Context: an optimization exercise on an open-source flow, tuned for small area, a short achievable clock period and few clock cycles per item. The choices shown serve that exercise and are no tape-out recipe. In this exercise RTL edits were held to simulation tests only and were not proved equivalent to the original.

==> flow/design.v <==
module fft_ram_2ports (
  input clk,
  input [29:0] in,
  output [29:0] out
);
reg [30*64-1:0] dl;
assign out = dl[30*64-1 -: 30];
always @(posedge clk) dl <= {dl[30*63-1:0], in};
endmodule
module rom_w(input [5:0] t, output [31:0] w);
function [31:0] wtab; input [5:0] t; begin case (t)
  6'd0: wtab = 32'h7fff0000;
  6'd1: wtab = 32'h7fd8f9b8;
  6'd2: wtab = 32'h7f61f374;
  6'd3: wtab = 32'h7e9ced38;
  6'd4: wtab = 32'h7d89e707;
  6'd5: wtab = 32'h7c29e0e6;
  6'd6: wtab = 32'h7a7cdad8;
  6'd7: wtab = 32'h7884d4e1;
  6'd8: wtab = 32'h7641cf05;
  6'd9: wtab = 32'h73b5c946;
  6'd10: wtab = 32'h70e2c3aa;
  6'd11: wtab = 32'h6dc9be32;
  6'd12: wtab = 32'h6a6db8e4;
  6'd13: wtab = 32'h66cfb3c1;
  6'd14: wtab = 32'h62f1aecd;
  6'd15: wtab = 32'h5ed7aa0b;
  6'd16: wtab = 32'h5a82a57e;
  6'd17: wtab = 32'h55f5a129;
  6'd18: wtab = 32'h51339d0f;
  6'd19: wtab = 32'h4c3f9931;
  6'd20: wtab = 32'h471c9593;
  6'd21: wtab = 32'h41ce9237;
  6'd22: wtab = 32'h3c568f1e;
  6'd23: wtab = 32'h36ba8c4b;
  6'd24: wtab = 32'h30fb89bf;
  6'd25: wtab = 32'h2b1f877c;
  6'd26: wtab = 32'h25288584;
  6'd27: wtab = 32'h1f1a83d7;
  6'd28: wtab = 32'h18f98277;
  6'd29: wtab = 32'h12c88164;
  6'd30: wtab = 32'h0c8c809f;
  6'd31: wtab = 32'h06488028;
  6'd32: wtab = 32'h00008001;
  6'd33: wtab = 32'hf9b88028;
  6'd34: wtab = 32'hf374809f;
  6'd35: wtab = 32'hed388164;
  6'd36: wtab = 32'he7078277;
  6'd37: wtab = 32'he0e683d7;
  6'd38: wtab = 32'hdad88584;
  6'd39: wtab = 32'hd4e1877c;
  6'd40: wtab = 32'hcf0589bf;
  6'd41: wtab = 32'hc9468c4b;
  6'd42: wtab = 32'hc3aa8f1e;
  6'd43: wtab = 32'hbe329237;
  6'd44: wtab = 32'hb8e49593;
  6'd45: wtab = 32'hb3c19931;
  6'd46: wtab = 32'haecd9d0f;
  6'd47: wtab = 32'haa0ba129;
  6'd48: wtab = 32'ha57ea57e;
  6'd49: wtab = 32'ha129aa0b;
  6'd50: wtab = 32'h9d0faecd;
  6'd51: wtab = 32'h9931b3c1;
  6'd52: wtab = 32'h9593b8e4;
  6'd53: wtab = 32'h9237be32;
  6'd54: wtab = 32'h8f1ec3aa;
  6'd55: wtab = 32'h8c4bc946;
  6'd56: wtab = 32'h89bfcf05;
  6'd57: wtab = 32'h877cd4e1;
  6'd58: wtab = 32'h8584dad8;
  6'd59: wtab = 32'h83d7e0e6;
  6'd60: wtab = 32'h8277e707;
  6'd61: wtab = 32'h8164ed38;
  6'd62: wtab = 32'h809ff374;
  6'd63: wtab = 32'h8028f9b8;
  default: wtab = 32'h0; endcase end endfunction
assign w = wtab(t);
endmodule
module mult16x16_cpx #(parameter S = 2) (
  input clk,
  input [6:0] p,           
  input [31:0] in,
  output reg [31:0] out
);
function [15:0] f;
  input signed [15:0] v;
  begin
    f = v - {15'd0, (v > 0)} + {15'd0, (v == -16'sd32768)};
  end
endfunction
function [15:0] g;
  input signed [15:0] v;
  begin
    g = -v - {15'd0, v[15]};
  end
endfunction
function [15:0] sat;
  input signed [32:0] v;
  reg signed [17:0] q;
  begin
    q = v[32:15];
    if (q > 18'sd32767) sat = 16'h7fff;
    else if (q < -18'sd32768) sat = 16'h8000;
    else sat = q[15:0];
  end
endfunction
wire signed [15:0] br = in[31:16], bi = in[15:0];
generate if (S == 2) begin : s2
  always @(posedge clk)
    if (!p[5]) out <= in;
    else if (!p[6]) out <= {f(br), f(bi)};
    else out <= {f(bi), g(br)};
end else begin : s3
  reg [31:0] a1, a2, e1;
  reg [1:0] m1, m2;              
  reg signed [17:0] u1, v1;
  reg [32:0] us, uc, vs, vc;
  wire signed [17:0] sm = br + bi, df = bi - br;
  wire signed [17:0] nsm = -sm;
  wire [32:0] ue = {{15{u1[17]}}, u1};
  wire [32:0] ve = {{15{v1[17]}}, v1};
  wire [32:0] ua = ue << 14, ub = ue << 13, ucn = ~(ue << 11), ud = ue << 9, uf = ue << 7, ug = ue << 1;
  wire [32:0] va = ve << 14, vb = ve << 13, vcn = ~(ve << 11), vd = ve << 9, vf = ve << 7, vg = ve << 1;
  wire [32:0] one = 33'd1;
  wire [32:0] ux1 = ua ^ ub ^ ucn, uy1 = ((ua & ub) | (ua & ucn) | (ub & ucn)) << 1;
  wire [32:0] ux2 = ud ^ uf ^ ug, uy2 = ((ud & uf) | (ud & ug) | (uf & ug)) << 1;
  wire [32:0] ux3 = ux1 ^ uy1 ^ ux2, uy3 = ((ux1 & uy1) | (ux1 & ux2) | (uy1 & ux2)) << 1;
  wire [32:0] ux4 = ux3 ^ uy3 ^ uy2, uy4 = ((ux3 & uy3) | (ux3 & uy2) | (uy3 & uy2)) << 1;
  wire [32:0] ux5 = ux4 ^ uy4 ^ one, uy5 = ((ux4 & uy4) | (ux4 & one) | (uy4 & one)) << 1;
  wire [32:0] vx1 = va ^ vb ^ vcn, vy1 = ((va & vb) | (va & vcn) | (vb & vcn)) << 1;
  wire [32:0] vx2 = vd ^ vf ^ vg, vy2 = ((vd & vf) | (vd & vg) | (vf & vg)) << 1;
  wire [32:0] vx3 = vx1 ^ vy1 ^ vx2, vy3 = ((vx1 & vy1) | (vx1 & vx2) | (vy1 & vx2)) << 1;
  wire [32:0] vx4 = vx3 ^ vy3 ^ vy2, vy4 = ((vx3 & vy3) | (vx3 & vy2) | (vy3 & vy2)) << 1;
  wire [32:0] vx5 = vx4 ^ vy4 ^ one, vy5 = ((vx4 & vy4) | (vx4 & one) | (vy4 & one)) << 1;
  wire signed [32:0] ku = us + uc, kv = vs + vc;
  always @(posedge clk) begin
    a1 <= in;
    e1 <= p[5] ? {f(bi), g(br)} : {f(br), f(bi)};
    m1 <= !p[4] ? 2'd0 : !p[6] ? 2'd1 : p[5] ? 2'd3 : 2'd2;
    u1 <= p[5] ? df : sm;
    v1 <= p[5] ? nsm : df;
    a2 <= m1 == 2'd0 ? a1 : e1;
    m2 <= m1;
    us <= ux5; uc <= uy5; vs <= vx5; vc <= vy5;
    if (m2[1]) out <= {sat(ku), sat(kv)};
    else out <= a2;
  end
end endgenerate
endmodule
module macc2 (
  input clk,
  input [15:0] x1, input s1, input [14:0] m1,
  input [15:0] x2, input s2, input [14:0] m2,
  output [32:0] mac
);
wire [15:0] xa = x1;    
wire [15:0] xb = x2;
wire [32:0] tar1 = {1'b0, 1'b0, 1'b0, 1'b0, 1'b0, 1'b0, 1'b0, 1'b0, 1'b0, 1'b0, 1'b0, 1'b0, 1'b0, 1'b0, 1'b0, 1'b0, 1'b0, ~(m1[0] & xa[15]), (m1[0] & xa[14]), (m1[0] & xa[13]), (m1[0] & xa[12]), (m1[0] & xa[11]), (m1[0] & xa[10]), (m1[0] & xa[9]), (m1[0] & xa[8]), (m1[0] & xa[7]), (m1[0] & xa[6]), (m1[0] & xa[5]), (m1[0] & xa[4]), (m1[0] & xa[3]), (m1[0] & xa[2]), (m1[0] & xa[1]), (m1[0] & xa[0])};
wire [32:0] tar2 = {1'b0, 1'b0, 1'b0, 1'b0, 1'b0, 1'b0, 1'b0, 1'b0, 1'b0, 1'b0, 1'b0, 1'b0, 1'b0, 1'b0, 1'b0, 1'b0, ~(m1[1] & xa[15]), (m1[1] & xa[14]), (m1[1] & xa[13]), (m1[1] & xa[12]), (m1[1] & xa[11]), (m1[1] & xa[10]), (m1[1] & xa[9]), (m1[1] & xa[8]), (m1[1] & xa[7]), (m1[1] & xa[6]), (m1[1] & xa[5]), (m1[1] & xa[4]), (m1[1] & xa[3]), (m1[1] & xa[2]), (m1[1] & xa[1]), (m1[1] & xa[0]), 1'b0};
wire [32:0] tar3 = {1'b0, 1'b0, 1'b0, 1'b0, 1'b0, 1'b0, 1'b0, 1'b0, 1'b0, 1'b0, 1'b0, 1'b0, 1'b0, 1'b0, 1'b0, ~(m1[2] & xa[15]), (m1[2] & xa[14]), (m1[2] & xa[13]), (m1[2] & xa[12]), (m1[2] & xa[11]), (m1[2] & xa[10]), (m1[2] & xa[9]), (m1[2] & xa[8]), (m1[2] & xa[7]), (m1[2] & xa[6]), (m1[2] & xa[5]), (m1[2] & xa[4]), (m1[2] & xa[3]), (m1[2] & xa[2]), (m1[2] & xa[1]), (m1[2] & xa[0]), 1'b0, 1'b0};
wire [32:0] tar4 = {1'b0, 1'b0, 1'b0, 1'b0, 1'b0, 1'b0, 1'b0, 1'b0, 1'b0, 1'b0, 1'b0, 1'b0, 1'b0, 1'b0, ~(m1[3] & xa[15]), (m1[3] & xa[14]), (m1[3] & xa[13]), (m1[3] & xa[12]), (m1[3] & xa[11]), (m1[3] & xa[10]), (m1[3] & xa[9]), (m1[3] & xa[8]), (m1[3] & xa[7]), (m1[3] & xa[6]), (m1[3] & xa[5]), (m1[3] & xa[4]), (m1[3] & xa[3]), (m1[3] & xa[2]), (m1[3] & xa[1]), (m1[3] & xa[0]), 1'b0, 1'b0, 1'b0};
wire [32:0] tar5 = {1'b0, 1'b0, 1'b0, 1'b0, 1'b0, 1'b0, 1'b0, 1'b0, 1'b0, 1'b0, 1'b0, 1'b0, 1'b0, ~(m1[4] & xa[15]), (m1[4] & xa[14]), (m1[4] & xa[13]), (m1[4] & xa[12]), (m1[4] & xa[11]), (m1[4] & xa[10]), (m1[4] & xa[9]), (m1[4] & xa[8]), (m1[4] & xa[7]), (m1[4] & xa[6]), (m1[4] & xa[5]), (m1[4] & xa[4]), (m1[4] & xa[3]), (m1[4] & xa[2]), (m1[4] & xa[1]), (m1[4] & xa[0]), 1'b0, 1'b0, 1'b0, 1'b0};
wire [32:0] tar6 = {1'b0, 1'b0, 1'b0, 1'b0, 1'b0, 1'b0, 1'b0, 1'b0, 1'b0, 1'b0, 1'b0, 1'b0, ~(m1[5] & xa[15]), (m1[5] & xa[14]), (m1[5] & xa[13]), (m1[5] & xa[12]), (m1[5] & xa[11]), (m1[5] & xa[10]), (m1[5] & xa[9]), (m1[5] & xa[8]), (m1[5] & xa[7]), (m1[5] & xa[6]), (m1[5] & xa[5]), (m1[5] & xa[4]), (m1[5] & xa[3]), (m1[5] & xa[2]), (m1[5] & xa[1]), (m1[5] & xa[0]), 1'b0, 1'b0, 1'b0, 1'b0, 1'b0};
wire [32:0] tar7 = {1'b0, 1'b0, 1'b0, 1'b0, 1'b0, 1'b0, 1'b0, 1'b0, 1'b0, 1'b0, 1'b0, ~(m1[6] & xa[15]), (m1[6] & xa[14]), (m1[6] & xa[13]), (m1[6] & xa[12]), (m1[6] & xa[11]), (m1[6] & xa[10]), (m1[6] & xa[9]), (m1[6] & xa[8]), (m1[6] & xa[7]), (m1[6] & xa[6]), (m1[6] & xa[5]), (m1[6] & xa[4]), (m1[6] & xa[3]), (m1[6] & xa[2]), (m1[6] & xa[1]), (m1[6] & xa[0]), 1'b0, 1'b0, 1'b0, 1'b0, 1'b0, 1'b0};
wire [32:0] tar8 = {1'b0, 1'b0, 1'b0, 1'b0, 1'b0, 1'b0, 1'b0, 1'b0, 1'b0, 1'b0, ~(m1[7] & xa[15]), (m1[7] & xa[14]), (m1[7] & xa[13]), (m1[7] & xa[12]), (m1[7] & xa[11]), (m1[7] & xa[10]), (m1[7] & xa[9]), (m1[7] & xa[8]), (m1[7] & xa[7]), (m1[7] & xa[6]), (m1[7] & xa[5]), (m1[7] & xa[4]), (m1[7] & xa[3]), (m1[7] & xa[2]), (m1[7] & xa[1]), (m1[7] & xa[0]), 1'b0, 1'b0, 1'b0, 1'b0, 1'b0, 1'b0, 1'b0};
wire [32:0] tar9 = {1'b0, 1'b0, 1'b0, 1'b0, 1'b0, 1'b0, 1'b0, 1'b0, 1'b0, 1'b0, 1'b0, 1'b0, 1'b0, 1'b0, 1'b0, 1'b0, 1'b0, ~(m2[0] & xb[15]), (m2[0] & xb[14]), (m2[0] & xb[13]), (m2[0] & xb[12]), (m2[0] & xb[11]), (m2[0] & xb[10]), (m2[0] & xb[9]), (m2[0] & xb[8]), (m2[0] & xb[7]), (m2[0] & xb[6]), (m2[0] & xb[5]), (m2[0] & xb[4]), (m2[0] & xb[3]), (m2[0] & xb[2]), (m2[0] & xb[1]), (m2[0] & xb[0])};
wire [32:0] tar10 = {1'b0, 1'b0, 1'b0, 1'b0, 1'b0, 1'b0, 1'b0, 1'b0, 1'b0, 1'b0, 1'b0, 1'b0, 1'b0, 1'b0, 1'b0, 1'b0, ~(m2[1] & xb[15]), (m2[1] & xb[14]), (m2[1] & xb[13]), (m2[1] & xb[12]), (m2[1] & xb[11]), (m2[1] & xb[10]), (m2[1] & xb[9]), (m2[1] & xb[8]), (m2[1] & xb[7]), (m2[1] & xb[6]), (m2[1] & xb[5]), (m2[1] & xb[4]), (m2[1] & xb[3]), (m2[1] & xb[2]), (m2[1] & xb[1]), (m2[1] & xb[0]), 1'b0};
wire [32:0] tar11 = {1'b0, 1'b0, 1'b0, 1'b0, 1'b0, 1'b0, 1'b0, 1'b0, 1'b0, 1'b0, 1'b0, 1'b0, 1'b0, 1'b0, 1'b0, ~(m2[2] & xb[15]), (m2[2] & xb[14]), (m2[2] & xb[13]), (m2[2] & xb[12]), (m2[2] & xb[11]), (m2[2] & xb[10]), (m2[2] & xb[9]), (m2[2] & xb[8]), (m2[2] & xb[7]), (m2[2] & xb[6]), (m2[2] & xb[5]), (m2[2] & xb[4]), (m2[2] & xb[3]), (m2[2] & xb[2]), (m2[2] & xb[1]), (m2[2] & xb[0]), 1'b0, 1'b0};
wire [32:0] tar12 = {1'b0, 1'b0, 1'b0, 1'b0, 1'b0, 1'b0, 1'b0, 1'b0, 1'b0, 1'b0, 1'b0, 1'b0, 1'b0, 1'b0, ~(m2[3] & xb[15]), (m2[3] & xb[14]), (m2[3] & xb[13]), (m2[3] & xb[12]), (m2[3] & xb[11]), (m2[3] & xb[10]), (m2[3] & xb[9]), (m2[3] & xb[8]), (m2[3] & xb[7]), (m2[3] & xb[6]), (m2[3] & xb[5]), (m2[3] & xb[4]), (m2[3] & xb[3]), (m2[3] & xb[2]), (m2[3] & xb[1]), (m2[3] & xb[0]), 1'b0, 1'b0, 1'b0};
wire [32:0] tar13 = {1'b0, 1'b0, 1'b0, 1'b0, 1'b0, 1'b0, 1'b0, 1'b0, 1'b0, 1'b0, 1'b0, 1'b0, 1'b0, ~(m2[4] & xb[15]), (m2[4] & xb[14]), (m2[4] & xb[13]), (m2[4] & xb[12]), (m2[4] & xb[11]), (m2[4] & xb[10]), (m2[4] & xb[9]), (m2[4] & xb[8]), (m2[4] & xb[7]), (m2[4] & xb[6]), (m2[4] & xb[5]), (m2[4] & xb[4]), (m2[4] & xb[3]), (m2[4] & xb[2]), (m2[4] & xb[1]), (m2[4] & xb[0]), 1'b0, 1'b0, 1'b0, 1'b0};
wire [32:0] tar14 = {1'b0, 1'b0, 1'b0, 1'b0, 1'b0, 1'b0, 1'b0, 1'b0, 1'b0, 1'b0, 1'b0, 1'b0, ~(m2[5] & xb[15]), (m2[5] & xb[14]), (m2[5] & xb[13]), (m2[5] & xb[12]), (m2[5] & xb[11]), (m2[5] & xb[10]), (m2[5] & xb[9]), (m2[5] & xb[8]), (m2[5] & xb[7]), (m2[5] & xb[6]), (m2[5] & xb[5]), (m2[5] & xb[4]), (m2[5] & xb[3]), (m2[5] & xb[2]), (m2[5] & xb[1]), (m2[5] & xb[0]), 1'b0, 1'b0, 1'b0, 1'b0, 1'b0};
wire [32:0] tar15 = {1'b0, 1'b0, 1'b0, 1'b0, 1'b0, 1'b0, 1'b0, 1'b0, 1'b0, 1'b0, 1'b0, ~(m2[6] & xb[15]), (m2[6] & xb[14]), (m2[6] & xb[13]), (m2[6] & xb[12]), (m2[6] & xb[11]), (m2[6] & xb[10]), (m2[6] & xb[9]), (m2[6] & xb[8]), (m2[6] & xb[7]), (m2[6] & xb[6]), (m2[6] & xb[5]), (m2[6] & xb[4]), (m2[6] & xb[3]), (m2[6] & xb[2]), (m2[6] & xb[1]), (m2[6] & xb[0]), 1'b0, 1'b0, 1'b0, 1'b0, 1'b0, 1'b0};
wire [32:0] tar16 = {1'b0, 1'b0, 1'b0, 1'b0, 1'b0, 1'b0, 1'b0, 1'b0, 1'b0, 1'b0, ~(m2[7] & xb[15]), (m2[7] & xb[14]), (m2[7] & xb[13]), (m2[7] & xb[12]), (m2[7] & xb[11]), (m2[7] & xb[10]), (m2[7] & xb[9]), (m2[7] & xb[8]), (m2[7] & xb[7]), (m2[7] & xb[6]), (m2[7] & xb[5]), (m2[7] & xb[4]), (m2[7] & xb[3]), (m2[7] & xb[2]), (m2[7] & xb[1]), (m2[7] & xb[0]), 1'b0, 1'b0, 1'b0, 1'b0, 1'b0, 1'b0, 1'b0};
wire [32:0] tar17 = {18'd0, {15{s1}} & m1};
wire [32:0] tar18 = {18'd0, {15{s2}} & m2};
wire [32:0] tar19 = 33'h180010000;
wire [32:0] tas20 = tar1 ^ tar2 ^ tar3;
wire [32:0] tac21 = ((tar1 & tar2) | (tar1 & tar3) | (tar2 & tar3)) << 1;
wire [32:0] tas22 = tar4 ^ tar5 ^ tar6;
wire [32:0] tac23 = ((tar4 & tar5) | (tar4 & tar6) | (tar5 & tar6)) << 1;
wire [32:0] tas24 = tar7 ^ tar8 ^ tar9;
wire [32:0] tac25 = ((tar7 & tar8) | (tar7 & tar9) | (tar8 & tar9)) << 1;
wire [32:0] tas26 = tar10 ^ tar11 ^ tar12;
wire [32:0] tac27 = ((tar10 & tar11) | (tar10 & tar12) | (tar11 & tar12)) << 1;
wire [32:0] tas28 = tar13 ^ tar14 ^ tar15;
wire [32:0] tac29 = ((tar13 & tar14) | (tar13 & tar15) | (tar14 & tar15)) << 1;
wire [32:0] tas30 = tar16 ^ tar17 ^ tar18;
wire [32:0] tac31 = ((tar16 & tar17) | (tar16 & tar18) | (tar17 & tar18)) << 1;
wire [32:0] tas32 = tas20 ^ tac21 ^ tas22;
wire [32:0] tac33 = ((tas20 & tac21) | (tas20 & tas22) | (tac21 & tas22)) << 1;
wire [32:0] tas34 = tac23 ^ tas24 ^ tac25;
wire [32:0] tac35 = ((tac23 & tas24) | (tac23 & tac25) | (tas24 & tac25)) << 1;
wire [32:0] tas36 = tas26 ^ tac27 ^ tas28;
wire [32:0] tac37 = ((tas26 & tac27) | (tas26 & tas28) | (tac27 & tas28)) << 1;
wire [32:0] tas38 = tac29 ^ tas30 ^ tac31;
wire [32:0] tac39 = ((tac29 & tas30) | (tac29 & tac31) | (tas30 & tac31)) << 1;
wire [32:0] tas40 = tas32 ^ tac33 ^ tas34;
wire [32:0] tac41 = ((tas32 & tac33) | (tas32 & tas34) | (tac33 & tas34)) << 1;
wire [32:0] tas42 = tac35 ^ tas36 ^ tac37;
wire [32:0] tac43 = ((tac35 & tas36) | (tac35 & tac37) | (tas36 & tac37)) << 1;
wire [32:0] tas44 = tas38 ^ tac39 ^ tar19;
wire [32:0] tac45 = ((tas38 & tac39) | (tas38 & tar19) | (tac39 & tar19)) << 1;
wire [32:0] tas46 = tas40 ^ tac41 ^ tas42;
wire [32:0] tac47 = ((tas40 & tac41) | (tas40 & tas42) | (tac41 & tas42)) << 1;
wire [32:0] tas48 = tac43 ^ tas44 ^ tac45;
wire [32:0] tac49 = ((tac43 & tas44) | (tac43 & tac45) | (tas44 & tac45)) << 1;
wire [32:0] tas50 = tas46 ^ tac47 ^ tas48;
wire [32:0] tac51 = ((tas46 & tac47) | (tas46 & tas48) | (tac47 & tas48)) << 1;
wire [32:0] tas52 = tas50 ^ tac51 ^ tac49;
wire [32:0] tac53 = ((tas50 & tac51) | (tas50 & tac49) | (tac51 & tac49)) << 1;
wire [32:0] tbr54 = {1'b0, 1'b0, 1'b0, 1'b0, 1'b0, 1'b0, 1'b0, 1'b0, 1'b0, ~(m1[8] & xa[15]), (m1[8] & xa[14]), (m1[8] & xa[13]), (m1[8] & xa[12]), (m1[8] & xa[11]), (m1[8] & xa[10]), (m1[8] & xa[9]), (m1[8] & xa[8]), (m1[8] & xa[7]), (m1[8] & xa[6]), (m1[8] & xa[5]), (m1[8] & xa[4]), (m1[8] & xa[3]), (m1[8] & xa[2]), (m1[8] & xa[1]), (m1[8] & xa[0]), 1'b0, 1'b0, 1'b0, 1'b0, 1'b0, 1'b0, 1'b0, 1'b0};
wire [32:0] tbr55 = {1'b0, 1'b0, 1'b0, 1'b0, 1'b0, 1'b0, 1'b0, 1'b0, ~(m1[9] & xa[15]), (m1[9] & xa[14]), (m1[9] & xa[13]), (m1[9] & xa[12]), (m1[9] & xa[11]), (m1[9] & xa[10]), (m1[9] & xa[9]), (m1[9] & xa[8]), (m1[9] & xa[7]), (m1[9] & xa[6]), (m1[9] & xa[5]), (m1[9] & xa[4]), (m1[9] & xa[3]), (m1[9] & xa[2]), (m1[9] & xa[1]), (m1[9] & xa[0]), 1'b0, 1'b0, 1'b0, 1'b0, 1'b0, 1'b0, 1'b0, 1'b0, 1'b0};
wire [32:0] tbr56 = {1'b0, 1'b0, 1'b0, 1'b0, 1'b0, 1'b0, 1'b0, ~(m1[10] & xa[15]), (m1[10] & xa[14]), (m1[10] & xa[13]), (m1[10] & xa[12]), (m1[10] & xa[11]), (m1[10] & xa[10]), (m1[10] & xa[9]), (m1[10] & xa[8]), (m1[10] & xa[7]), (m1[10] & xa[6]), (m1[10] & xa[5]), (m1[10] & xa[4]), (m1[10] & xa[3]), (m1[10] & xa[2]), (m1[10] & xa[1]), (m1[10] & xa[0]), 1'b0, 1'b0, 1'b0, 1'b0, 1'b0, 1'b0, 1'b0, 1'b0, 1'b0, 1'b0};
wire [32:0] tbr57 = {1'b0, 1'b0, 1'b0, 1'b0, 1'b0, 1'b0, ~(m1[11] & xa[15]), (m1[11] & xa[14]), (m1[11] & xa[13]), (m1[11] & xa[12]), (m1[11] & xa[11]), (m1[11] & xa[10]), (m1[11] & xa[9]), (m1[11] & xa[8]), (m1[11] & xa[7]), (m1[11] & xa[6]), (m1[11] & xa[5]), (m1[11] & xa[4]), (m1[11] & xa[3]), (m1[11] & xa[2]), (m1[11] & xa[1]), (m1[11] & xa[0]), 1'b0, 1'b0, 1'b0, 1'b0, 1'b0, 1'b0, 1'b0, 1'b0, 1'b0, 1'b0, 1'b0};
wire [32:0] tbr58 = {1'b0, 1'b0, 1'b0, 1'b0, 1'b0, ~(m1[12] & xa[15]), (m1[12] & xa[14]), (m1[12] & xa[13]), (m1[12] & xa[12]), (m1[12] & xa[11]), (m1[12] & xa[10]), (m1[12] & xa[9]), (m1[12] & xa[8]), (m1[12] & xa[7]), (m1[12] & xa[6]), (m1[12] & xa[5]), (m1[12] & xa[4]), (m1[12] & xa[3]), (m1[12] & xa[2]), (m1[12] & xa[1]), (m1[12] & xa[0]), 1'b0, 1'b0, 1'b0, 1'b0, 1'b0, 1'b0, 1'b0, 1'b0, 1'b0, 1'b0, 1'b0, 1'b0};
wire [32:0] tbr59 = {1'b0, 1'b0, 1'b0, 1'b0, ~(m1[13] & xa[15]), (m1[13] & xa[14]), (m1[13] & xa[13]), (m1[13] & xa[12]), (m1[13] & xa[11]), (m1[13] & xa[10]), (m1[13] & xa[9]), (m1[13] & xa[8]), (m1[13] & xa[7]), (m1[13] & xa[6]), (m1[13] & xa[5]), (m1[13] & xa[4]), (m1[13] & xa[3]), (m1[13] & xa[2]), (m1[13] & xa[1]), (m1[13] & xa[0]), 1'b0, 1'b0, 1'b0, 1'b0, 1'b0, 1'b0, 1'b0, 1'b0, 1'b0, 1'b0, 1'b0, 1'b0, 1'b0};
wire [32:0] tbr60 = {1'b0, 1'b0, 1'b0, ~(m1[14] & xa[15]), (m1[14] & xa[14]), (m1[14] & xa[13]), (m1[14] & xa[12]), (m1[14] & xa[11]), (m1[14] & xa[10]), (m1[14] & xa[9]), (m1[14] & xa[8]), (m1[14] & xa[7]), (m1[14] & xa[6]), (m1[14] & xa[5]), (m1[14] & xa[4]), (m1[14] & xa[3]), (m1[14] & xa[2]), (m1[14] & xa[1]), (m1[14] & xa[0]), 1'b0, 1'b0, 1'b0, 1'b0, 1'b0, 1'b0, 1'b0, 1'b0, 1'b0, 1'b0, 1'b0, 1'b0, 1'b0, 1'b0};
wire [32:0] tbr61 = {1'b0, 1'b0, 1'b0, 1'b0, 1'b0, 1'b0, 1'b0, 1'b0, 1'b0, ~(m2[8] & xb[15]), (m2[8] & xb[14]), (m2[8] & xb[13]), (m2[8] & xb[12]), (m2[8] & xb[11]), (m2[8] & xb[10]), (m2[8] & xb[9]), (m2[8] & xb[8]), (m2[8] & xb[7]), (m2[8] & xb[6]), (m2[8] & xb[5]), (m2[8] & xb[4]), (m2[8] & xb[3]), (m2[8] & xb[2]), (m2[8] & xb[1]), (m2[8] & xb[0]), 1'b0, 1'b0, 1'b0, 1'b0, 1'b0, 1'b0, 1'b0, 1'b0};
wire [32:0] tbr62 = {1'b0, 1'b0, 1'b0, 1'b0, 1'b0, 1'b0, 1'b0, 1'b0, ~(m2[9] & xb[15]), (m2[9] & xb[14]), (m2[9] & xb[13]), (m2[9] & xb[12]), (m2[9] & xb[11]), (m2[9] & xb[10]), (m2[9] & xb[9]), (m2[9] & xb[8]), (m2[9] & xb[7]), (m2[9] & xb[6]), (m2[9] & xb[5]), (m2[9] & xb[4]), (m2[9] & xb[3]), (m2[9] & xb[2]), (m2[9] & xb[1]), (m2[9] & xb[0]), 1'b0, 1'b0, 1'b0, 1'b0, 1'b0, 1'b0, 1'b0, 1'b0, 1'b0};
wire [32:0] tbr63 = {1'b0, 1'b0, 1'b0, 1'b0, 1'b0, 1'b0, 1'b0, ~(m2[10] & xb[15]), (m2[10] & xb[14]), (m2[10] & xb[13]), (m2[10] & xb[12]), (m2[10] & xb[11]), (m2[10] & xb[10]), (m2[10] & xb[9]), (m2[10] & xb[8]), (m2[10] & xb[7]), (m2[10] & xb[6]), (m2[10] & xb[5]), (m2[10] & xb[4]), (m2[10] & xb[3]), (m2[10] & xb[2]), (m2[10] & xb[1]), (m2[10] & xb[0]), 1'b0, 1'b0, 1'b0, 1'b0, 1'b0, 1'b0, 1'b0, 1'b0, 1'b0, 1'b0};
wire [32:0] tbr64 = {1'b0, 1'b0, 1'b0, 1'b0, 1'b0, 1'b0, ~(m2[11] & xb[15]), (m2[11] & xb[14]), (m2[11] & xb[13]), (m2[11] & xb[12]), (m2[11] & xb[11]), (m2[11] & xb[10]), (m2[11] & xb[9]), (m2[11] & xb[8]), (m2[11] & xb[7]), (m2[11] & xb[6]), (m2[11] & xb[5]), (m2[11] & xb[4]), (m2[11] & xb[3]), (m2[11] & xb[2]), (m2[11] & xb[1]), (m2[11] & xb[0]), 1'b0, 1'b0, 1'b0, 1'b0, 1'b0, 1'b0, 1'b0, 1'b0, 1'b0, 1'b0, 1'b0};
wire [32:0] tbr65 = {1'b0, 1'b0, 1'b0, 1'b0, 1'b0, ~(m2[12] & xb[15]), (m2[12] & xb[14]), (m2[12] & xb[13]), (m2[12] & xb[12]), (m2[12] & xb[11]), (m2[12] & xb[10]), (m2[12] & xb[9]), (m2[12] & xb[8]), (m2[12] & xb[7]), (m2[12] & xb[6]), (m2[12] & xb[5]), (m2[12] & xb[4]), (m2[12] & xb[3]), (m2[12] & xb[2]), (m2[12] & xb[1]), (m2[12] & xb[0]), 1'b0, 1'b0, 1'b0, 1'b0, 1'b0, 1'b0, 1'b0, 1'b0, 1'b0, 1'b0, 1'b0, 1'b0};
wire [32:0] tbr66 = {1'b0, 1'b0, 1'b0, 1'b0, ~(m2[13] & xb[15]), (m2[13] & xb[14]), (m2[13] & xb[13]), (m2[13] & xb[12]), (m2[13] & xb[11]), (m2[13] & xb[10]), (m2[13] & xb[9]), (m2[13] & xb[8]), (m2[13] & xb[7]), (m2[13] & xb[6]), (m2[13] & xb[5]), (m2[13] & xb[4]), (m2[13] & xb[3]), (m2[13] & xb[2]), (m2[13] & xb[1]), (m2[13] & xb[0]), 1'b0, 1'b0, 1'b0, 1'b0, 1'b0, 1'b0, 1'b0, 1'b0, 1'b0, 1'b0, 1'b0, 1'b0, 1'b0};
wire [32:0] tbr67 = {1'b0, 1'b0, 1'b0, ~(m2[14] & xb[15]), (m2[14] & xb[14]), (m2[14] & xb[13]), (m2[14] & xb[12]), (m2[14] & xb[11]), (m2[14] & xb[10]), (m2[14] & xb[9]), (m2[14] & xb[8]), (m2[14] & xb[7]), (m2[14] & xb[6]), (m2[14] & xb[5]), (m2[14] & xb[4]), (m2[14] & xb[3]), (m2[14] & xb[2]), (m2[14] & xb[1]), (m2[14] & xb[0]), 1'b0, 1'b0, 1'b0, 1'b0, 1'b0, 1'b0, 1'b0, 1'b0, 1'b0, 1'b0, 1'b0, 1'b0, 1'b0, 1'b0};
wire [32:0] tbs68 = tbr54 ^ tbr55 ^ tbr56;
wire [32:0] tbc69 = ((tbr54 & tbr55) | (tbr54 & tbr56) | (tbr55 & tbr56)) << 1;
wire [32:0] tbs70 = tbr57 ^ tbr58 ^ tbr59;
wire [32:0] tbc71 = ((tbr57 & tbr58) | (tbr57 & tbr59) | (tbr58 & tbr59)) << 1;
wire [32:0] tbs72 = tbr60 ^ tbr61 ^ tbr62;
wire [32:0] tbc73 = ((tbr60 & tbr61) | (tbr60 & tbr62) | (tbr61 & tbr62)) << 1;
wire [32:0] tbs74 = tbr63 ^ tbr64 ^ tbr65;
wire [32:0] tbc75 = ((tbr63 & tbr64) | (tbr63 & tbr65) | (tbr64 & tbr65)) << 1;
wire [32:0] tbs76 = tbs68 ^ tbc69 ^ tbs70;
wire [32:0] tbc77 = ((tbs68 & tbc69) | (tbs68 & tbs70) | (tbc69 & tbs70)) << 1;
wire [32:0] tbs78 = tbc71 ^ tbs72 ^ tbc73;
wire [32:0] tbc79 = ((tbc71 & tbs72) | (tbc71 & tbc73) | (tbs72 & tbc73)) << 1;
wire [32:0] tbs80 = tbs74 ^ tbc75 ^ tbr66;
wire [32:0] tbc81 = ((tbs74 & tbc75) | (tbs74 & tbr66) | (tbc75 & tbr66)) << 1;
wire [32:0] tbs82 = tbs76 ^ tbc77 ^ tbs78;
wire [32:0] tbc83 = ((tbs76 & tbc77) | (tbs76 & tbs78) | (tbc77 & tbs78)) << 1;
wire [32:0] tbs84 = tbc79 ^ tbs80 ^ tbc81;
wire [32:0] tbc85 = ((tbc79 & tbs80) | (tbc79 & tbc81) | (tbs80 & tbc81)) << 1;
wire [32:0] tbs86 = tbs82 ^ tbc83 ^ tbs84;
wire [32:0] tbc87 = ((tbs82 & tbc83) | (tbs82 & tbs84) | (tbc83 & tbs84)) << 1;
wire [32:0] tbs88 = tbs86 ^ tbc87 ^ tbc85;
wire [32:0] tbc89 = ((tbs86 & tbc87) | (tbs86 & tbc85) | (tbc87 & tbc85)) << 1;
wire [32:0] tbs90 = tbs88 ^ tbc89 ^ tbr67;
wire [32:0] tbc91 = ((tbs88 & tbc89) | (tbs88 & tbr67) | (tbc89 & tbr67)) << 1;
reg [32:0] va, vb, vc, vd;
always @(posedge clk) begin
  va <= tas52; vb <= tac53; vc <= tbs90; vd <= tbc91;
end
wire [32:0] u1 = va ^ vb ^ vc;
wire [32:0] u2 = ((va & vb) | (va & vc) | (vb & vc)) << 1;
wire [32:0] v1 = u1 ^ u2 ^ vd;
wire [32:0] v2 = ((u1 & u2) | (u1 & vd) | (u2 & vd)) << 1;
assign mac = v1 + v2;
endmodule
module fft_ram_ad #(parameter I = 0, parameter J = 6) (
  input clk,
  input [6:0] p,           
  input [31:0] in,
  output reg [31:0] out
);
localparam L = (1 << J) - (1 << I);
reg [32*L-1:0] bf;
wire [31:0] bo = bf[32*L-1 -: 32];
wire sel = p[J] & ~p[I];
always @(posedge clk) begin
  bf <= {bf[32*L-33:0], sel ? bo : in};
  out <= sel ? in : bo;
end
endmodule
module radix_2 (
  input clk,
  input [6:0] p,           
  input [31:0] in,
  output reg [31:0] out
);
wire [5:0] t = {p[1], p[2], p[3], p[4], p[5], p[6]};
wire [31:0] w;
rom_w rom(.t(t), .w(w));
wire signed [15:0] wre = w[31:16], wim = w[15:0];
function [15:0] sat;
  input signed [32:0] v;
  reg signed [17:0] q;
  begin
    q = v[32:15];
    if (q > 18'sd32767) sat = 16'h7fff;
    else if (q < -18'sd32768) sat = 16'h8000;
    else sat = q[15:0];
  end
endfunction
reg [31:0] a_hold, a_r, a_r2, b_r, bh;
reg [15:0] xa, xb;      
reg y1s, y2s, wsr, wsi;
reg [14:0] y1m, y2m, wmr, wmi;
reg signed [32:0] pa, pb;
wire ph = p[0];    
wire signed [15:0] br = b_r[31:16], bi = b_r[15:0];
wire signed [32:0] mac;
macc2 mc(.clk(clk), .x1(xa), .s1(y1s), .m1(y1m),
         .x2(xb), .s2(y2s), .m2(y2m), .mac(mac));
wire [15:0] nre = -wre, nim = -wim;
wire [14:0] amr = wre[15] ? nre[14:0] : wre[14:0];
wire [14:0] ami = wim[15] ? nim[14:0] : wim[14:0];
wire signed [15:0] tr = sat(pa), ti = sat(pb);
wire signed [15:0] ar = a_r2[31:16], ai = a_r2[15:0];
wire signed [16:0] sr = ar + tr, si = ai + ti, dr = ar - tr, di = ai - ti;
always @(posedge clk) begin
  if (!ph) a_hold <= in;
  if (ph) begin
    xa <= in[31:16] ^ {16{wre[15]}}; xb <= in[15:0] ^ {16{~wim[15]}};
  end else begin
    xa <= b_r[31:16] ^ {16{wsi}}; xb <= b_r[15:0] ^ {16{wsr}};
  end
  if (ph) begin
    b_r <= in; a_r <= a_hold;
    wsr <= wre[15]; wmr <= amr; wsi <= wim[15]; wmi <= ami;
    y1s <= wre[15]; y1m <= amr; y2s <= ~wim[15]; y2m <= ami;
  end else begin
    y1s <= wsi; y1m <= wmi; y2s <= wsr; y2m <= wmr;
  end
  if (ph) begin
    pa <= mac;
    a_r2 <= a_r;
  end else
    pb <= mac;
  if (ph) begin
    out <= {sr[16:1], si[16:1]};
    bh <= {dr[16:1], di[16:1]};
  end else
    out <= bh;
end
endmodule
module tw_mult2 #(parameter S = 4) (
  input clk,
  input [6:0] p,           
  input [31:0] in,
  output [31:0] out
);
localparam DB = 7 - S;
localparam D = 1 << DB;
localparam L = D + 4;
wire [5:0] pr6 = {p[1], p[2], p[3], p[4], p[5], p[6]};    
wire [5:0] t = (pr6 & ((6'd1 << (S - 1)) - 6'd1)) << (7 - S);
wire [31:0] w;
rom_w rom(.t(t), .w(w));
wire signed [15:0] wre = w[31:16], wim = w[15:0];
function [15:0] sat;
  input signed [32:0] v;
  reg signed [17:0] q;
  begin
    q = v[32:15];
    if (q > 18'sd32767) sat = 16'h7fff;
    else if (q < -18'sd32768) sat = 16'h8000;
    else sat = q[15:0];
  end
endfunction
wire [DB:0] r = {~p[DB], p[DB-1:0]};
wire [DB-1:0] k = r[DB:1];                  
wire [DB-1:0] kw = r[DB:1] - 2'd2;          
reg [32*L-1:0] line;
assign out = line[32*L-1 -: 32];
wire [31:0] bsrc = (k == 0) ? in : line[32*(k-1) +: 32];
reg [31:0] b_r;
reg [15:0] xa, xb;      
reg y1s, y2s, wsr, wsi;
reg [14:0] y1m, y2m, wmr, wmi;
reg signed [32:0] pa, pb;
wire signed [15:0] br = b_r[31:16], bi = b_r[15:0];
wire signed [32:0] mac;
macc2 mc(.clk(clk), .x1(xa), .s1(y1s), .m1(y1m),
         .x2(xb), .s2(y2s), .m2(y2m), .mac(mac));
wire [15:0] nre = -wre, nim = -wim;
wire [14:0] amr = wre[15] ? nre[14:0] : wre[14:0];
wire [14:0] ami = wim[15] ? nim[14:0] : wim[14:0];
wire [31:0] res = {sat(pa), sat(pb)};
integer m;
always @(posedge clk) begin
  if (!r[0]) b_r <= bsrc;
  if (r == 0) begin
    xa <= bsrc[31:16] ^ {16{wre[15]}}; xb <= bsrc[15:0] ^ {16{~wim[15]}};
  end else if (r[0]) begin
    xa <= b_r[31:16] ^ {16{wsi}}; xb <= b_r[15:0] ^ {16{wsr}};
  end else begin
    xa <= bsrc[31:16] ^ {16{wsr}}; xb <= bsrc[15:0] ^ {16{~wsi}};
  end
  if (r == 0) begin
    wsr <= wre[15]; wmr <= amr; wsi <= wim[15]; wmi <= ami;
    y1s <= wre[15]; y1m <= amr; y2s <= ~wim[15]; y2m <= ami;
  end else if (r[0]) begin
    y1s <= wsi; y1m <= wmi; y2s <= wsr; y2m <= wmr;
  end else begin
    y1s <= wsr; y1m <= wmr; y2s <= ~wsi; y2m <= wmi;
  end
  if (r[0]) pb <= mac;
  else pa <= mac;
  line[31:0] <= in;
  for (m = 1; m < L; m = m + 1)
    line[32*m +: 32] <= (!r[0] && m == kw + 4) ? res : line[32*(m-1) +: 32];
end
endmodule
module butterfly2 #(parameter D = 8) (
  input clk,
  input bsel,
  input [31:0] in,
  output reg [31:0] out
);
reg [32*D-1:0] dl;
wire [31:0] a = dl[32*D-1 -: 32];
wire signed [15:0] ar = a[31:16], ai = a[15:0];
wire signed [15:0] tr = in[31:16], ti = in[15:0];
wire signed [16:0] sr = ar + tr;
wire signed [16:0] si = ai + ti;
wire signed [16:0] dr = ar - tr;
wire signed [16:0] di = ai - ti;
wire [31:0] dl_in = bsel ? {dr[16:1], di[16:1]} : in;
always @(posedge clk) begin
  if (D == 1) dl <= dl_in;
  else dl <= {dl[32*D-33:0], dl_in};
  out <= bsel ? {sr[16:1], si[16:1]} : a;
end
endmodule
module fft_128_ctr #(parameter LAST = 321, parameter OUT0 = 194) (
  input clk,
  input rst,
  input ce,
  output reg [9:0] cnt,
  output reg oe_next
);
reg running;
always @(posedge clk or negedge rst)
  if (!rst) begin
    running <= 1'b0;
    cnt <= 10'd0;
  end else if (ce && !running) begin
    running <= 1'b1;
    cnt <= 10'd1;
  end else if (running) begin
    cnt <= cnt + 10'd1;
    if (cnt == LAST) begin
      running <= 1'b0;
      cnt <= 10'd0;
    end
  end
always @(*) oe_next = running && cnt >= OUT0 && cnt <= LAST;
endmodule
`timescale 1ns / 1ps
module fft_insert128(
  input clk,
  input rst,
  input ce,
  input [31:0] din,
  output reg oe,
  output reg [31:0] dout
);
localparam T2 = 1;              
localparam C2 = T2 + 1;         
localparam T3 = C2 + 33;
localparam C3 = T3 + 3;
localparam T4 = C3 + 17;
localparam C4 = T4 + 12;
localparam T5 = C4 + 9;
localparam C5 = T5 + 8;
localparam T6 = C5 + 5;
localparam C6 = T6 + 6;
localparam T7 = C6 + 3;
localparam R1 = T7 + 6;
localparam R2 = R1 + 64;
localparam R3 = R2 + 31;
localparam RO = R3 + 13;        
localparam LAST = RO + 127;
wire [9:0] cnt;
wire oe_next;
fft_128_ctr #(.LAST(LAST), .OUT0(RO)) ctr (
  .clk(clk), .rst(rst), .ce(ce), .cnt(cnt), .oe_next(oe_next));
function [6:0] pos;
  input [9:0] c;
  input integer t;
  reg [9:0] d;
  begin
    d = c - t;
    pos = d[6:0];
  end
endfunction
reg [31:0] xin;
always @(posedge clk) xin <= din;
wire [29:0] xh = {xin[31:17], xin[15:1]};
wire [29:0] xrep;
fft_ram_2ports replay(.clk(clk), .in(xh), .out(xrep));
reg [6:0] p2;
wire [29:0] s1 = p2[6] ? xrep : xh;
wire [31:0] s1w = {s1[29], s1[29:15], s1[14], s1[14:0]};
wire [31:0] t2o, c2o, t3o, c3o, t4o, c4o, t5o, c5o, t6o, c6o, s7o, r1o, r2o, r3o;
reg [6:0] pc2, pt3, pc3, pt4, pc4, pt5, pc5, pt6, pc6, pt7, pr1, pr2, pr3;
always @(posedge clk) begin
  p2 <= pos(cnt, T2 - 1);
  pc2 <= pos(cnt, C2 - 1); pt3 <= pos(cnt, T3 - 1); pc3 <= pos(cnt, C3 - 1);
  pt4 <= pos(cnt, T4 - 1); pc4 <= pos(cnt, C4 - 1); pt5 <= pos(cnt, T5 - 1);
  pc5 <= pos(cnt, C5 - 1); pt6 <= pos(cnt, T6 - 1); pc6 <= pos(cnt, C6 - 1);
  pt7 <= pos(cnt, T7 - 1); pr1 <= pos(cnt, R1 - 1); pr2 <= pos(cnt, R2 - 1);
  pr3 <= pos(cnt, R3 - 1);
end
mult16x16_cpx #(.S(2)) tw2 (.clk(clk), .p(p2), .in(s1w), .out(t2o));
butterfly2 #(.D(32)) bf2 (.clk(clk), .bsel(pc2[5]), .in(t2o), .out(c2o));
mult16x16_cpx #(.S(3)) tw3 (.clk(clk), .p(pt3), .in(c2o), .out(t3o));
butterfly2 #(.D(16)) bf3 (.clk(clk), .bsel(pc3[4]), .in(t3o), .out(c3o));
tw_mult2 #(.S(4)) tw4 (.clk(clk), .p(pt4), .in(c3o), .out(t4o));
butterfly2 #(.D(8)) bf4 (.clk(clk), .bsel(pc4[3]), .in(t4o), .out(c4o));
tw_mult2 #(.S(5)) tw5 (.clk(clk), .p(pt5), .in(c4o), .out(t5o));
butterfly2 #(.D(4)) bf5 (.clk(clk), .bsel(pc5[2]), .in(t5o), .out(c5o));
tw_mult2 #(.S(6)) tw6 (.clk(clk), .p(pt6), .in(c5o), .out(t6o));
butterfly2 #(.D(2)) bf6 (.clk(clk), .bsel(pc6[1]), .in(t6o), .out(c6o));
radix_2 st7 (.clk(clk), .p(pt7), .in(c6o), .out(s7o));
fft_ram_ad #(.I(0), .J(6)) sw1 (.clk(clk), .p(pr1), .in(s7o), .out(r1o));
fft_ram_ad #(.I(1), .J(5)) sw2 (.clk(clk), .p(pr2), .in(r1o), .out(r2o));
fft_ram_ad #(.I(2), .J(4)) sw3 (.clk(clk), .p(pr3), .in(r2o), .out(r3o));
always @(posedge clk or negedge rst)
  if (!rst) oe <= 1'b0;
  else oe <= oe_next;
always @(posedge clk) dout <= r3o;
endmodule
==> flow/run.sh <==
#!/bin/bash
# synth_recipe.tcl (not shown) runs the flow's synth.tcl, then flattens the netlist and writes it again
# the make line also repeats each setting of config.mk as NAME=value (left out here)
make -C /OpenROAD-flow-scripts/flow DESIGN_CONFIG=/design/flow/config.mk WORK_HOME=/design/flow/orfs CLKGATE_MAP_FILE= SYNTH_SCRIPT=/design/flow/synth_recipe.tcl finish
==> flow/config.mk <==
export PLATFORM = sky130hd
export DESIGN_NAME = fft_insert128
export DESIGN_NICKNAME = fft_insert128
export VERILOG_FILES = /design/flow/design.v
export SDC_FILE = /design/flow/constraint.sdc
export NUM_CORES = 4
export LEC_CHECK = 0
export CAP_MARGIN = 20
export CORE_MARGIN = 2
export CORE_UTILIZATION = 55
export PLACE_DENSITY = 0.65
export SETUP_SLACK_MARGIN = 5
export SLEW_MARGIN = 20
export SYNTH_MEMORY_MAX_BITS = 32768
==> flow/constraint.sdc <==
create_clock -name core_clock -period 10.0 [get_ports {clk}]
set_input_delay 2.0000 -clock core_clock [delete_from_list [all_inputs] [get_ports {clk}]]
set_output_delay 2.0000 -clock core_clock [all_outputs]
set_load 0.01 [all_outputs]
==> run summary <==
## per-stage QoR
stage	util [%]	instance area (um^2)	hold slack [ns]
2_1_floorplan	-	330000	0.310
3_3_place_gp	56.6	338000	0.310
3_5_place_dp	56.6	338000	0.312
4_1_cts	62.0	371000	0.212
5_1_grt	62.1	371000	0.231
6_report	62.1	371000	0.225
## how the worst max path moves through the flow
stage | endpoint | slack (ns) | cells past startpoint
2_1_floorplan | tw2.out[30] | 5.15 | 22
3_3_place_gp | tw2.out[30] | 4.13 | 22
3_5_place_dp | tw2.out[30] | 4.04 | 22
4_1_cts | tw2.out[30] | 4.98 | 23
5_1_grt | tw2.out[30] | 4.77 | 23
6_report | tw2.out[30] | 5.14 | 23
## registers in the layout, summed over array words and instances (netlist names), 64 cells and up
register,cells
tw5.line,256
tw6.line,192
bf4.dl,256
sw1.bf,2016
bf2.dl,1024
bf5.dl,128
sw2.bf,960
sw3.bf,384
tw4.line,384
replay.dl,1920
bf6.dl,64
bf3.dl,512
## cell usage in the layout (no fill, tap or decap), drive strengths merged, types with 43 or more instances in the layout
master            n
mux4             98
a21oi           812
nand2b           79
xnor2           693
o21bai          127
dfxtp          9510
o21ai          1116
clkinv          272
a21o             92
clkbuf         1237
clkinvlp         51
and2           1087
mux2i           203
or3              44
fa             1962
diode            97
bufinv           90
mux2            168
nor2b            65
nand3           106
a211oi           84
nor3            109
edfxtp          527
o21a             43
xor2            218
buf             142
o31ai            63
clkdlybuf4s50    65
a31oi            62
nor2            891
nand2          2729
inv            2456
ha             1362
## routing by layer
metal | up-vias | routed length (um) | part of all wire [%] | track usage (%)
met2 | 3415 | 303000 | 48 | 35.5
met4 | 4 | 28500 | 4.5 | 8.86
met1 | 84300 | 274000 | 43 | 27.1
met5 | - | 23 | 0.0036 | 0
met3 | 1104 | 27200 | 4.3 | 2.83
li1 | 83100 | - | - | -
## cell type report
class                   count  area (um^2)
multi-input cells       12700       111000
flip-flops and latches  10000       207000
repair buffers            207         1790
fillers                 45600       226000
inverters                2415         9070
clock inverters           454         6260
clock buffers            1237        26000
well taps                8008        10000
diodes                     97          243
## logic make-up after synthesis
family | after synthesis | share of synthesized area (%)
buffers and inverters | 3306 | 3.78
xor gates and xnor gates | 911 | 2.42
adders and majority gates | 3324 | 17.1
muxes | 469 | 1.86
and+or+nand+nor | 5282 | 7.24
AOI/OAI and AO/OA | 2753 | 4.94
DFF | 10000 | 62.7
## what timing repair did
item | 4_1_cts | 5_1_grt
resized for setup | 34 | 33
endpoints found under the setup margin | 11 | 43
pin swaps | 0 | 3
hold endpoints to repair | 0 | 0
buffers inserted | 6 | 1
==> flow_summary.ini <==
[status]
status = no timing/DRC/antenna violations

[sta]
post-route-worst-setup-slack_ns = 5.14
period_share_pct = 48.6
post_route_setup_tns_ns = 0
worst_slew_margin_relative_to_its_limit_pct = 10.8
final.min_clock_period_ns = 4.86
unrepaired_setup_endpoints_after_global_routing = yes
clock_skew_ns = 0.114
timing.final.max_slew_violations = 0
max_slew.worst_pin.slew_ns = 1.34
max_freq_mhz = 206
timing_hold_violations_final = 0
timing.final.setup_violations = 0

[clock_network]
cts_sinks = 10000
ctsLongestPathBuffers = 4
clkLatencyLatePin_ns = 1.16
clock_tree.root_cell = sky130_fd_sc_hd__clkbuf_16
numCtsBuffers = 897
tritoncts_clock_tree = done
holdBufCountCts = 0
clkTransAtPathRegs_ns = 0.07
cts_max_level = 6

[synth]
yosys.cell_count.top_type = sky130_fd_sc_hd__dfxtp_1
synth_seq_area_share_pct = 62.7
yosys.cell_types.count = 94
netlist_top_cells_area = sky130_fd_sc_hd__dfxtp_1 (58%), sky130_fd_sc_hd__fa_1 (12%), sky130_fd_sc_hd__ha_1 (5.2%), sky130_fd_sc_hd__edfxtp_1 (4.8%), sky130_fd_sc_hd__nand2_1 (3.1%)
synth_area_leader_cell = sky130_fd_sc_hd__dfxtp_1
ys_warns = 19
synth_cells = 26100
synth_edf_count = 527
ys_dominant_reg_cell = sky130_fd_sc_hd__dfxtp_1
synth.cells.most_frequent = sky130_fd_sc_hd__dfxtp_1 (9510), sky130_fd_sc_hd__nand2_1 (2729), sky130_fd_sc_hd__inv_1 (2407)
syn_area_per_cell_um2 = 12.6
synth_top_area_share_pct = 57.8
synth_fp_nets = 29500
async_reset_ff_share_pct = 0.119
postSynthRegisterBits = 10000
post_syn_area_um2 = 330000

[hold_path]
hold_path.class = reg -> reg
min_to = sw1.bf[1154]
hp-start = sw1.bf[1122]
worst_hold_path.num_cells = 0

[worst_setup_path]
r2r_setup_slack_ns = 5.14
worstSetupStartpointType = flop
critical_path.max_fanout = 40
worstReg2RegStart = p2[6]
worst-endpoint-required_ns = 10.93
crit_arrival_ns = 5.78
worst-setup-path-type = reg -> reg
crit-reg2reg-capture = tw2.out[30]
worstPathCellList = buf_16 -> mux2_2 -> inv_1 -> ha_1 -> nand2_1 -> nor4_1 -> nand2b_1 -> inv_1 -> ha_1 -> inv_1 -> fa_1 -> nand2b_1 -> a21oi_1 -> o21ai_1 -> a21oi_1 -> o21ai_0 -> a21oi_1 -> o21ai_1 -> a21oi_2 -> o221ai_2 -> o21ai_1 -> xor2_1 -> mux4_2
rr_worst_depth = 23
critical_path.slowest_cell = sky130_fd_sc_hd__mux4_2
cp_top_family = compound AO/OA/AOI/OAI gates
critical_path_origin = p2[6]
cp.buffers_inverters = 4
timing.critical_path.to_type = flop
critical_path.max_stage_delay_ns = 0.45

[die]
placement_rows = 284
die-height_um = 778
floorplan.die.width_um = 778
initial_utilization_pct = 55.2
core_area_um2 = 597000
die-area_um2 = 605000
num_io_pins = 68

[global_route]
grt_antenna_before_repair = 40
first_pass_grt_wire_length_mm = 1000
via_count_of_the_first_global_routing_pass = 178000
grt_start_max_net_pins = 116
grt_util_all_layers_pct = 20.9
globalRouteOverflowTotal = 0

[route]
finalWirelength_mm = 633
drc = 0
post_drt_wl_per_cell_um = 18.0
drtIter0Drc = 9317
drt-pass1-iter-count = 5
route.vias.total = 172000
number_of_routed_nets_with_antenna_violations = 0
detail_route.vias_per_cell = 4.88

[cells_and_area]
fin_nets = 29700
synthToLayoutAreaGrowth_pct = 12.6
final_cells = 35200
drive_gt1_share_pct = 7.67

[place]
place.port_buffers = 65
gp_routability_congestion = 0.874
post-place-cells = 33400
dp_hpwl_mm = 430
pre_cts_slack_ns = 4.04

[run]
drv.max_cap_violation_count = 0
Testbench counts, summed over its fixed seeds: cycles 16,408, frames 48.

==> separate check: timing with driven ports <==
The flow's constraints put no driver on any port. The routed layout listed below was extracted and timed again, unchanged, in two steps. Step 1 assumes that a clkbuf_16 drives the clock port and a buf_2 every other input. Step 2 times the ports against the registers' clock, not the clock port: input delays grow and output delays shrink by t, the midpoint of the rising clock arrivals with the driver on. Three values: no drivers, after step 1, after step 2; two values: the first two.
t (ns): 1.244
slack for setup (ns): 5.144 / 5.144 / 5.144
hold slack, ns: 0.225 / 0.225 / 0.225
After both steps setup and hold are still met in this run. For this run, drivers alone change the setup slack by 0.000 ns; drivers and shift together by 0.000 ns.
